From an optimization exercise on the open Yosys and OpenROAD flow, aimed at small area, a short achievable clock period and few clock cycles; shortcuts taken in it are not production practice. Only simulation tests tie the RTL to the original design; equivalence was not proved. Power figures rest on the tool's default switching activity, not on a simulated workload.

== the baseline ==
==> flow/design.v (excerpt) <==
module mips_pipeline (
    input  wire        clk,
    input  wire        reset,
    output wire [31:0] imem_addr,
    input  wire [31:0] imem_rdata,
    output wire [31:0] dmem_addr,
    output wire [31:0] dmem_wdata,
    output wire        dmem_we,
    output wire        dmem_re,
    input  wire [31:0] dmem_rdata
);
Settings: LEC_CHECK=0, ABC_AREA=1, CAP_MARGIN=20, CORE_MARGIN=2, CORE_UTILIZATION=40, CTS_CLUSTER_DIAMETER=60, CTS_CLUSTER_SIZE=30, SLEW_MARGIN=20, TNS_END_PERCENT=20; clock period 7.5 ns.
standard.sh (not shown) runs the stock make flow with config.mk's settings and CLKGATE_MAP_FILE= SYNTH_SCRIPT=/design/flow/synth_recipe.tcl, a recipe that flattens the netlist after the stock synthesis.
==> flow/flow/run.sh <==
#!/bin/bash
# Standard layout with three changes:
#  - ports buffered by buf_4 cells instead of the default delay-cell buffers;
#  - no gate cloning in timing repair (a clone can overload its driver after
#    the last design repair);
#  - timing repair aims at a setup margin of 4.8 ns up to clock tree synthesis
#    and 4.65 ns after global routing.
set -e
export BUFFER_PORTS_ARGS="-buffer_cell sky130_fd_sc_hd__buf_4"
export SKIP_GATE_CLONING=1
SETUP_SLACK_MARGIN=4.8 bash standard.sh cts > standard_cts.log 2>&1
SETUP_SLACK_MARGIN=4.65 bash standard.sh > standard_finish.log 2>&1
Testbench counts of the baseline, summed over its fixed seeds: cycles 23,348.
Relative to the baseline, the following input files were edited for the candidate:
--- a/flow/design.v
+++ b/flow/design.v
@@ -84,29 +84,26 @@
     assign rf[gi] = ~r;
   end
 endgenerate
 wire [31:0] res;
 wire fwd_a = x_wr_alu & (x_dst == rs);
 wire fwd_b = x_wr_alu & (x_dst == rt);
 wire byp_a = m_regwrite & (m_dst == rs);
 wire byp_b = m_regwrite & (m_dst == rt);
-function [31:0] rdport(input [4:0] sl);
-  reg [31:0] t [0:31];
-  integer i, w;
-  begin
-    for (i = 0; i < 32; i = i + 1) t[i] = {32{sl == i}} & rf[i];
-    for (w = 16; w >= 1; w = w / 2)
-      for (i = 0; i < w; i = i + 1) t[i] = t[2*i] | t[2*i+1];
-    rdport = t[0];
-  end
-endfunction
-wire [31:0] rf_a = rdport(rs);
-wire [31:0] rf_b = rdport(rt);
+reg [31:0] rf_a, rf_b;
 integer k;
+always @(*) begin
+  rf_a = 32'd0;
+  rf_b = 32'd0;
+  for (k = 1; k < 32; k = k + 1) begin
+    rf_a = rf_a | ({32{rs == k}} & rf[k]);
+    rf_b = rf_b | ({32{rt == k}} & rf[k]);
+  end
+end
 wire [31:0] rd_a = fwd_a ? res : byp_a ? m_val : rf_a;
 wire f_useb  = f_r | f_beq;
 wire s_fwd_p = f_useb & fwd_b & ~f_inv;
 wire s_fwd_n = f_useb & fwd_b &  f_inv;
 wire s_byp   = f_useb & ~fwd_b & byp_b;
 wire s_rf_p  = f_useb & ~fwd_b & ~byp_b & ~f_inv;
 wire s_rf_n  = f_useb & ~fwd_b & ~byp_b &  f_inv;
 wire [31:0] f_immx = {{16{ins[15]}}, ins[15:0]} ^ {32{f_inv}};
@@ -184,26 +181,27 @@
   if (x_srl) r = r | shr;
 end
 assign res = r;
 assign x_taken = x_br & (x_a == x_b);
 always @(posedge clk) begin
   m_res   <= res;
   m_wdata <= x_fsd ? m_res : x_sd;
   m_dst   <= x_dst;
-  for (k = 1; k < 32; k = k + 1) m_we_oh[k] <= (x_wr_alu | x_wr_ld) & (x_dst == k);
 end
 always @(posedge clk or posedge reset)
   if (reset) begin
     m_regwrite <= 1'b0;
+    m_we_oh    <= 31'd0;
     m_load     <= 1'b0;
     m_re       <= 1'b0;
     m_we       <= 1'b0;
   end else begin
     m_regwrite <= x_wr_alu | x_wr_ld;
+    for (k = 1; k < 32; k = k + 1) m_we_oh[k] <= (x_wr_alu | x_wr_ld) & (x_dst == k);
     m_load     <= x_wr_ld;
     m_re       <= x_load;
     m_we       <= x_store;
   end
 assign dmem_addr  = m_res;
 assign dmem_wdata = m_wdata;
 assign dmem_we    = m_we;
 assign dmem_re    = m_re;
## What came out
The launch point of the worst path comes out imem_rdata[21] in one run and imem_rdata[23] in the other, namely in the baseline and the candidate respectively.
From the baseline to the candidate the numbers moved as follows: post-detailed-routing wire length rose 16 mm, final net count rose 227, total power consumption of the routed design fell 2.1%.
| clock period minus final worst setup slack | the candidate vs the baseline | 0.026 ns lower |
In the candidate, post-CTS setup buffer count is higher than in the baseline.
The candidate vs the baseline — diode insertion count for antenna repair rose 32.
Compared with the baseline, the candidate instantiates a larger number of standard cells.
Multi-input gate count, the candidate vs the baseline: up by a few percent
Summary of the candidate over the baseline: core area grew by about 1.3%, clock-buffer cell count shrank by about 6.4%, core utilization of the finished layout grew by 0.19 points, finished layout cell area grew by about 1.7%, total internal power shrank by 220 µW.
Clock network power share for the candidate is higher than for the baseline.
Testbench counts of the candidate, summed over its fixed seeds: cycles 23,348.

========
## rev 12
The RTL this note starts from:
==> flow/design.v <==
module mips_pipeline (
    input  wire        clk,
    input  wire        reset,
    output wire [31:0] imem_addr,
    input  wire [31:0] imem_rdata,
    output wire [31:0] dmem_addr,
    output wire [31:0] dmem_wdata,
    output wire        dmem_we,
    output wire        dmem_re,
    input  wire [31:0] dmem_rdata
);
reg  [9:0]  pc;
reg  [9:0]  pc_o;        
reg  [31:0] x_a;         
reg  [31:0] x_b;         
reg  [31:0] x_sd;        
reg  [4:0]  x_sh;        
reg  [9:0]  x_target;    
reg  [4:0]  x_dst;
reg         x_inv;
reg         x_fsd;       
reg         x_sum, x_and, x_or, x_nor, x_slt, x_sll, x_srl;
reg         x_wr_alu, x_wr_ld, x_load, x_store, x_br;
reg  [31:0] m_res;       
reg  [31:0] m_addr;      
reg  [31:0] m_wdata;
reg  [4:0]  m_dst;
reg  [31:1] m_we_oh;     
reg         m_regwrite;  
reg         m_load;      
reg         m_re, m_we;
wire [31:0] ins = imem_rdata;
wire [5:0]  op  = ins[31:26];
wire [4:0]  rs  = ins[25:21];
wire [4:0]  rt  = ins[20:16];
wire [4:0]  rd  = ins[15:11];
wire [5:0]  fn  = ins[5:0];
wire f_r    = (op == 6'h00);
wire f_radd = f_r & (fn == 6'h20);
wire f_rsub = f_r & (fn == 6'h22);
wire f_rand = f_r & (fn == 6'h24);
wire f_ror  = f_r & (fn == 6'h25);
wire f_rnor = f_r & (fn == 6'h27);
wire f_rslt = f_r & (fn == 6'h2a);
wire f_rsll = f_r & (fn == 6'h00);
wire f_rsrl = f_r & (fn == 6'h02);
wire f_addi = (op == 6'h08);
wire f_andi = (op == 6'h0c);
wire f_ori  = (op == 6'h0d);
wire f_slti = (op == 6'h0a);
wire f_lw   = (op == 6'h23);
wire f_sw   = (op == 6'h2b);
wire f_beq  = (op == 6'h04);
wire f_same = (rs == rt);
wire f_bc   = f_beq & ~f_same;               
wire f_ialu   = f_addi | f_andi | f_ori | f_slti;
wire f_rknown = f_radd | f_rsub | f_rand | f_ror | f_rnor | f_rslt | f_rsll | f_rsrl;
wire [4:0] f_dst = f_r ? rd : rt;
wire f_nz     = (f_dst != 5'd0);
wire f_wr_alu = (f_rknown | f_ialu) & f_nz;
wire f_wr_ld  = f_lw & f_nz;
wire f_inv    = f_rsub | f_rslt | f_slti;    
wire stall = x_wr_ld & ((x_dst == rs) | (x_dst == rt));
wire [9:0] pc1      = pc + 10'd1;
wire [9:0] f_target = pc1 + ins[9:0];
wire       x_taken;
wire [9:0] pc_next  = x_taken ? x_target :
                      stall   ? pc :
                      (f_beq & f_same) ? f_target : pc1;
always @(posedge clk or posedge reset)
  if (reset) pc <= 10'd0;
  else       pc <= pc_next;
always @(posedge clk)
  pc_o <= reset ? 10'd0 : pc_next;
assign imem_addr = {20'd0, pc_o, 2'b00};
wire [31:0] m_val = m_load ? dmem_rdata : m_res;
wire [31:0] rf [0:31];
assign rf[0] = 32'd0;
genvar gi;
generate
  for (gi = 1; gi < 32; gi = gi + 1) begin : g_rf
    reg [31:0] r;
    always @(posedge clk)
      if (m_we_oh[gi]) r <= m_val;
    assign rf[gi] = r;
  end
endgenerate
wire [31:0] res;
wire fwd_a = x_wr_alu & (x_dst == rs);
wire fwd_b = x_wr_alu & (x_dst == rt);
wire byp_a = m_regwrite & (m_dst == rs);
wire byp_b = m_regwrite & (m_dst == rt);
reg [31:0] rf_a, rf_b;
integer k;
always @(*) begin
  rf_a = 32'd0;
  rf_b = 32'd0;
  for (k = 1; k < 32; k = k + 1) begin
    rf_a = rf_a | ({32{rs == k}} & rf[k]);
    rf_b = rf_b | ({32{rt == k}} & rf[k]);
  end
end
wire [31:0] rd_a = fwd_a ? res : byp_a ? m_val : rf_a;
wire f_useb  = f_r | f_beq;
wire s_fwd_p = f_useb & fwd_b & ~f_inv;
wire s_fwd_n = f_useb & fwd_b &  f_inv;
wire s_byp   = f_useb & ~fwd_b & byp_b;
wire s_rf_p  = f_useb & ~fwd_b & ~byp_b & ~f_inv;
wire s_rf_n  = f_useb & ~fwd_b & ~byp_b &  f_inv;
wire [31:0] f_immx = {{16{ins[15]}}, ins[15:0]} ^ {32{f_inv}};
wire [31:0] f_bop = ({32{s_fwd_p}} & res) | ({32{s_fwd_n}} & ~res) |
                    ({32{s_rf_p}} & rf_b) | ({32{s_rf_n}} & ~rf_b) |
                    ({32{s_byp}} & (m_val ^ {32{f_inv}})) | ({32{~f_useb}} & f_immx);
always @(posedge clk) begin
  x_a      <= rd_a;
  x_b      <= f_bop;
  x_sd     <= byp_b ? m_val : rf_b;
  x_fsd    <= fwd_b;
  x_sh     <= ins[10:6];
  x_target <= f_target;
  x_dst    <= f_dst;
  x_inv    <= f_inv;
  x_sum    <= f_radd | f_rsub | f_addi | f_lw | f_sw;
  x_and    <= f_rand | f_andi;
  x_or     <= f_ror | f_ori;
  x_nor    <= f_rnor;
  x_slt    <= f_rslt | f_slti;
  x_sll    <= f_rsll;
  x_srl    <= f_rsrl;
end
wire f_ok = ~x_taken & ~stall;
always @(posedge clk or posedge reset)
  if (reset) begin
    x_wr_alu <= 1'b0;
    x_wr_ld  <= 1'b0;
    x_load   <= 1'b0;
    x_store  <= 1'b0;
    x_br     <= 1'b0;
  end else begin
    x_wr_alu <= f_wr_alu & f_ok;
    x_wr_ld  <= f_wr_ld & f_ok;
    x_load   <= f_lw & f_ok;
    x_store  <= f_sw & f_ok;
    x_br     <= f_bc & f_ok;
  end
wire [31:0] a = x_a;
wire [31:0] b = x_b;
wire [31:0] p0 = a ^ b;
wire [31:0] g0 = a & b;
reg  [31:0] gk, pk, gn, pn;
integer j, d;
always @(*) begin
  gk = g0; pk = p0;
  gk[0] = g0[0] | (p0[0] & x_inv);
  for (d = 1; d < 32; d = d * 2) begin
    gn = gk; pn = pk;
    for (j = d; j < 32; j = j + 1) begin
      gn[j] = gk[j] | (pk[j] & gk[j-d]);
      pn[j] = pk[j] & pk[j-d];
    end
    gk = gn; pk = pn;
  end
end
wire [31:0] c   = {gk[30:0], x_inv};
wire [31:0] sum = p0 ^ c;
wire        lt  = (a[31] == b[31]) ? a[31] : ~c[31];
function [31:0] rev(input [31:0] v);
  integer i;
  for (i = 0; i < 32; i = i + 1) rev[i] = v[31-i];
endfunction
wire [31:0] shin = x_sll ? rev(x_b) : x_b;
wire [31:0] shr  = shin >> x_sh;
reg [31:0] r;
always @(*) begin
  r = 32'd0;
  if (x_sum) r = r | sum;
  if (x_and) r = r | (a & b);
  if (x_or)  r = r | (a | b);
  if (x_nor) r = r | ~(a | b);
  if (x_slt) r = r | {31'd0, lt};
  if (x_sll) r = r | rev(shr);
  if (x_srl) r = r | shr;
end
assign res = r;
assign x_taken = x_br & (x_a == x_b);
always @(posedge clk) begin
  m_res   <= res;
  m_addr  <= sum;
  m_wdata <= x_fsd ? m_res : x_sd;
  m_dst   <= x_dst;
end
always @(posedge clk or posedge reset)
  if (reset) begin
    m_regwrite <= 1'b0;
    m_we_oh    <= 31'd0;
    m_load     <= 1'b0;
    m_re       <= 1'b0;
    m_we       <= 1'b0;
  end else begin
    m_regwrite <= x_wr_alu | x_wr_ld;
    for (k = 1; k < 32; k = k + 1) m_we_oh[k] <= (x_wr_alu | x_wr_ld) & (x_dst == k);
    m_load     <= x_wr_ld;
    m_re       <= x_load;
    m_we       <= x_store;
  end
assign dmem_addr  = m_addr;
assign dmem_wdata = m_wdata;
assign dmem_we    = m_we;
assign dmem_re    = m_re;
endmodule
export LEC_CHECK = 0
export ABC_AREA = 1
export CAP_MARGIN = 20
export CORE_MARGIN = 2
export CORE_UTILIZATION = 40
export CTS_CLUSTER_DIAMETER = 60
export CTS_CLUSTER_SIZE = 30
export SLEW_MARGIN = 20
export TNS_END_PERCENT = 20
create_clock -name core_clock -period 7.5 [get_ports {clk}]
Scripts as last shown in full above: flow/flow/run.sh
Testbench counts of rev 12, summed over its fixed seeds: cycles 23,348.
## Diff of input files: rev 13 against rev 12
--- a/flow/design.v
+++ b/flow/design.v
@@ -21,9 +21,8 @@
 reg         x_fsd;       
 reg         x_sum, x_and, x_or, x_nor, x_slt, x_sll, x_srl;
 reg         x_wr_alu, x_wr_ld, x_load, x_store, x_br;
 reg  [31:0] m_res;       
-reg  [31:0] m_addr;      
 reg  [31:0] m_wdata;
 reg  [4:0]  m_dst;
 reg  [31:1] m_we_oh;     
 reg         m_regwrite;  
@@ -184,9 +183,8 @@
 assign res = r;
 assign x_taken = x_br & (x_a == x_b);
 always @(posedge clk) begin
   m_res   <= res;
-  m_addr  <= sum;
   m_wdata <= x_fsd ? m_res : x_sd;
   m_dst   <= x_dst;
 end
 always @(posedge clk or posedge reset)
@@ -202,9 +200,9 @@
     m_load     <= x_wr_ld;
     m_re       <= x_load;
     m_we       <= x_store;
   end
-assign dmem_addr  = m_addr;
+assign dmem_addr  = m_res;
 assign dmem_wdata = m_wdata;
 assign dmem_we    = m_we;
 assign dmem_re    = m_re;
 endmodule
--- outcome ---
- Diff rev 12 -> rev 13: global-route track usage on met1 shrank by 1.0 points, area of combinational cells with multiple inputs shrank by 870 um^2, via count shrank by 406, fraction of cell area in non-clock buffers held steady.
- Rev 13: final RePlAce weighted congestion lower than rev 12
- Rev 13 ends up with a number of clock buffers in the layout that is 5.6% lower than in rev 12.
Testbench counts of rev 13, summed over its fixed seeds: cycles 23,348.

separate check: timing with driven ports:
Ports are ideal in the flow. The routed layouts listed here were re-timed in OpenROAD.
Step 1 (the two cells are an assumption about what drives the block):
set clk [get_ports {clk}]
set_driving_cell -lib_cell sky130_fd_sc_hd__clkbuf_16 $clk
set_driving_cell -lib_cell sky130_fd_sc_hd__buf_2 [delete_from_list [all_inputs] $clk]
Step 2 times the ports against the registers' clock, not the clock port: input delays grow and output delays shrink by t, the midpoint of the rising clock arrivals with the driver on.
Slacks: ideal / step 1 / step 2; pairs: ideal / step 1.
run | t (ns) | setup WS [ns] | worst setup path at the end | clock arrival spread, ns
the baseline | 0.861 | 4.349 / 4.366 / 3.505 | input to register | 0.087 / 0.088
the candidate | 0.852 | 4.375 / 4.372 / 3.520 | input to register | 0.071 / 0.072
rev 12 | 0.877 | 4.419 / 4.414 / 3.536 | input to register | 0.078 / 0.077
rev 13 | 0.894 | 4.463 / 4.470 / 3.579 | input to register | 0.089 / 0.089
After both steps setup and hold are still met in every run listed. The setup slack of rev 13, which loses most, moves by +0.007 ns with the drivers and by -0.884 ns with both steps.
